From an optimization exercise on the open Yosys and OpenROAD flow, aimed at small area; shortcuts taken in it are not production practice.
The RTL was checked by simulation tests, not by an equivalence proof against the original design.
The clock port is modelled as an ideal driver, which makes a skipped or thinned clock tree look cheaper than it is; a real chip needs a root buffer or a tree.
Power figures rest on the tool's default switching activity, not on a simulated workload.

## pingpang
module pingpang (rst,play1,play2,light,sel,dig,HSE);
input rst;
input play1,play2;
input HSE;
output [7:0] sel;
output [7:0] dig;
output [15:0] light;
reg [2:0] f5;
reg [1:0] q;
reg [2:0] slot;
wire tick = f5[2] & ~f5[1] & ~(q[1] ^ q[0]);
wire scan = ~q[1] & q[0];
always @(posedge HSE or negedge rst)
if (!rst) begin
	f5 <= 3'b000;
	q <= 2'b00;
end
else begin
	f5 <= {f5[1], f5[0], ~(f5[1] | f5[2])};
	q <= {q[0], ~q[1]};
end
always @(posedge HSE or negedge rst)
if (!rst) slot <= 3'd0;
else if (scan) case (slot)
	3'd0: slot <= 3'd1;
	3'd1: slot <= 3'd7;
	3'd7: slot <= 3'd3;
	3'd3: slot <= 3'd6;
	3'd6: slot <= 3'd5;
	3'd5: slot <= 3'd2;
	3'd2: slot <= 3'd4;
	default: slot <= 3'd0;
endcase
reg [5:0] cnt1;
reg [6:0] cnt2;
wire c1_39 = cnt1[5] & cnt1[2] & cnt1[1] & cnt1[0];
wire c2_lo = cnt2[6] & cnt2[2] & cnt2[1] & cnt2[0];
wire c2_79 = c2_lo & cnt2[3];
wire c2_71 = c2_lo & ~cnt2[3];
wire w1 = tick & cnt1[5] & cnt1[3];
wire w2 = tick & cnt2[6] & cnt2[4];
wire [5:0] t1;
wire [6:0] t2;
assign t1[0] = tick;
assign t2[0] = tick;
genvar gi;
generate for (gi = 1; gi < 7; gi = gi + 1) begin : g_t
	if (gi < 6) begin : g_t1
		assign t1[gi] = t1[gi-1] & cnt1[gi-1];
	end
	assign t2[gi] = t2[gi-1] & cnt2[gi-1];
end endgenerate
always @(posedge HSE or negedge rst)
if (!rst) begin
	cnt1 <= 6'd0;
	cnt2 <= 7'd0;
end
else begin
	cnt1 <= cnt1 ^ {t1[5] | w1, t1[4], t1[3] | w1, t1[2], t1[1], t1[0] & ~w1};
	cnt2 <= cnt2 ^ {t2[6] | w2, t2[5], t2[4] | w2, t2[3], t2[2], t2[1], t2[0] & ~w2};
end
localparam [2:0] ID = 3'd0, SV = 3'd1, ST = 3'd2, SC = 3'd3, F1 = 3'd4, SL = 3'd5, W = 3'd6, CK = 3'd7;
reg [2:0] ph;
reg dir;
reg [3:0] pos;
reg [3:0] sum1, sum2;
reg [2:0] jushu_p1, jushu_p2;
wire [15:0] ball;
  ...
Size in the first run: ~280 cells after synthesis, about 43 flip-flops, roughly 36 I/O pins, ~2400 µm² of cells after synthesis.
Settings: LEC_CHECK=0, CAP_MARGIN=20, CORE_MARGIN=2, CORE_UTILIZATION=60, PLACE_DENSITY=0.75, SLEW_MARGIN=20; clock period 10.0 ns.
standard.sh (not shown) runs the stock make flow with config.mk's settings and CLKGATE_MAP_FILE= SYNTH_SCRIPT=/design/flow/synth_recipe.tcl, a recipe that flattens the netlist after the stock synthesis.
==> flow/flow/run.sh <==
#!/bin/bash
# Layout flow: the standard ORFS flow (standard.sh) with
#  - synthesis: the standard script, but ABC maps with an area script (best
#    of several deepsyn seeds) and Yosys's adder extraction is skipped
#    (ADDER_MAP_FILE empty);
#  - port buffers: the smallest buffer, sky130_fd_sc_hd__buf_1;
#  - clock tree: cts.tcl, one level of CLK_GROUPS buffers from the clock port.
# Each tool's output goes to flow.log here; ORFS's own per-step logs stay in orfs/logs.
set -euo pipefail
W=$(pwd)
export AREA_ABC_SCRIPT=$W/flow/area.abc
export FLOW_SYNTH_TCL=$W/synth_recipe.tcl
export FLOW_CLOCK_PORT=HSE
export ABC_SEEDS=${ABC_SEEDS:-"1 2 3 4 5 6 7 8"}
export ABC_JOBS=${ABC_JOBS:-4}
export ABC_TIME=${ABC_TIME:-60}
export ABC_WORK=$W
export CLK_GROUPS=${CLK_GROUPS:-4}
export CLK_BUF=${CLK_BUF:-sky130_fd_sc_hd__clkbuf_4}
bash "$W/standard.sh" \
  SYNTH_SCRIPT="$W/flow/synth.tcl" \
  ADDER_MAP_FILE= \
  PRE_CTS_TCL="$W/flow/cts.tcl" \
  "BUFFER_PORTS_ARGS=-buffer_cell sky130_fd_sc_hd__buf_1" \
  "$@" ${TARGET:-finish} > "$W/flow.log" 2>&1
==> flow/flow/synth.tcl <==
# The standard synthesis (synth_recipe.tcl) with one change: the final
# technology mapping runs ABC with an area-oriented script (area.abc), once
# per seed in ABC_SEEDS (ABC_JOBS at a time, each in its own Yosys on a copy
# of the design), and keeps the mapping with the smallest cell area.
proc abc {args} {
  set i [lsearch -exact $args -script]
  set lib [lindex $args [expr {[lsearch -exact $args -liberty] + 1}]]
  set tmpl [read [open $::env(AREA_ABC_SCRIPT)]]
  set dir $::env(ABC_WORK)/abc_seeds
  file mkdir $dir
  yosys write_rtlil $dir/pre_abc.il
  set sh [open $dir/run.sh w]
  puts $sh "cd $dir"
  set n 0
  foreach seed $::env(ABC_SEEDS) {
    set script $dir/area_seed$seed.abc
    set f [open $script w]
    puts $f [string map [list @SEED@ $seed @TIME@ $::env(ABC_TIME)] $tmpl]
    close $f
    set a [lreplace $args $i [expr {$i + 1}] -script $script]
    set f [open $dir/seed$seed.ys w]
    puts $f "read_rtlil $dir/pre_abc.il"
    puts $f "abc $a"
    puts $f "opt_clean"
    puts $f "tee -q -o $dir/area_seed$seed.txt stat -liberty $lib"
    puts $f "write_rtlil $dir/post_seed$seed.il"
    close $f
    puts $sh "yosys -s $dir/seed$seed.ys > $dir/seed$seed.log 2>&1 &"
    incr n
    if {$n % $::env(ABC_JOBS) == 0} { puts $sh "wait" }
  }
  puts $sh "wait"
  close $sh
  exec bash $dir/run.sh
  set best_area -1
  set best_seed -1
  foreach seed $::env(ABC_SEEDS) {
    set area -1
    if {[file exists $dir/area_seed$seed.txt] && [file exists $dir/post_seed$seed.il]} {
      foreach line [split [read [open $dir/area_seed$seed.txt]] "\n"] {
        if {[regexp {Chip area for module .*: ([0-9.]+)} $line -> v]} { set area $v }
      }
    }
    puts "ABC seed $seed: area $area"
    if {$area >= 0 && ($best_area < 0 || $area < $best_area)} {
      set best_area $area
      set best_seed $seed
    }
  }
  puts "ABC best seed $best_seed: area $best_area"
  if {$best_seed < 0} { error "no ABC run finished" }
  yosys design -reset
  yosys read_rtlil $dir/post_seed$best_seed.il
}
source $::env(FLOW_SYNTH_TCL)
Other scripts of this flow, unchanged in this note and not shown: flow/flow/area.abc, flow/flow/cts.tcl
The starting point ran to the end with no violations.
Change:
--- a/flow/flow/run.sh
+++ b/flow/flow/run.sh
@@ -13,4 +13,3 @@
 export FLOW_CLOCK_PORT=HSE
-export ABC_SEEDS=${ABC_SEEDS:-"1 2 3 4 5 6 7 8"}
-export ABC_JOBS=${ABC_JOBS:-4}
+export ABC_SEEDS=${ABC_SEEDS:-"1 2 3 4"}
 export ABC_TIME=${ABC_TIME:-60}
==> flow/flow/synth.tcl (replaced) <==
# The standard synthesis (synth_recipe.tcl) with one change: the final
# technology mapping runs ABC with an area-oriented script (area.abc), once
# per seed in ABC_SEEDS, and keeps the mapping with the smallest cell area.
proc abc {args} {
  set i [lsearch -exact $args -script]
  set lib [lindex $args [expr {[lsearch -exact $args -liberty] + 1}]]
  set tmpl [read [open $::env(AREA_ABC_SCRIPT)]]
  yosys design -save pre_abc
  set best_area -1
  set best_seed -1
  foreach seed $::env(ABC_SEEDS) {
    set script $::env(ABC_WORK)/area_seed$seed.abc
    set f [open $script w]
    puts $f [string map [list @SEED@ $seed @TIME@ $::env(ABC_TIME)] $tmpl]
    close $f
    set a [lreplace $args $i [expr {$i + 1}] -script $script]
    yosys design -load pre_abc
    yosys abc {*}$a
    yosys opt_clean
    set rpt $::env(ABC_WORK)/area_seed$seed.txt
    yosys tee -q -o $rpt stat -liberty $lib
    set area -1
    foreach line [split [read [open $rpt]] "\n"] {
      if {[regexp {Chip area for module .*: ([0-9.]+)} $line -> v]} { set area $v }
    }
    puts "ABC seed $seed: area $area"
    yosys design -save abc_seed$seed
    if {$area >= 0 && ($best_area < 0 || $area < $best_area)} {
      set best_area $area
      set best_seed $seed
    }
  }
  puts "ABC best seed $best_seed: area $best_area"
  yosys design -load abc_seed$best_seed
}
source $::env(FLOW_SYNTH_TCL)
Result:
- wire length is unchanged
- worst hold slack is unchanged
- setup slack is unchanged
- clock power hardly moves
- die area stays the same
- maximum frequency stays the same
- first-iteration DRC count stays the same
- total power stays the same
- sequential power is about the same
- global-route usage does not change
- synthesized cell count is unchanged
In every run of this note, the design's own scripts or RTL, not TritonCTS, make the clock network.

==> separate check: timing with driven ports <==
The results above use ideal ports. As a check the final layouts listed here were re-extracted and re-timed, cells and wires unchanged. Step 1: set_driving_cell puts a clkbuf_16 on HSE and a buf_2 on each other input, an assumption about the parent block. Step 2 times the ports against the registers' clock, not the clock port: input delays grow and output delays shrink by t, the midpoint of the rising clock arrivals with the driver on. Three values: ideal ports, drivers, drivers and shift; two values: the first two.
run | t, ns | setup WS [ns] | slew at the worst register clock pin (ns)
the first run | 0.220 | 5.008 / 4.958 / 5.177 | 0.12 / 0.12
the second run | 0.220 | 5.008 / 4.958 / 5.177 | 0.12 / 0.12
After both steps setup and hold are still met in every run listed.
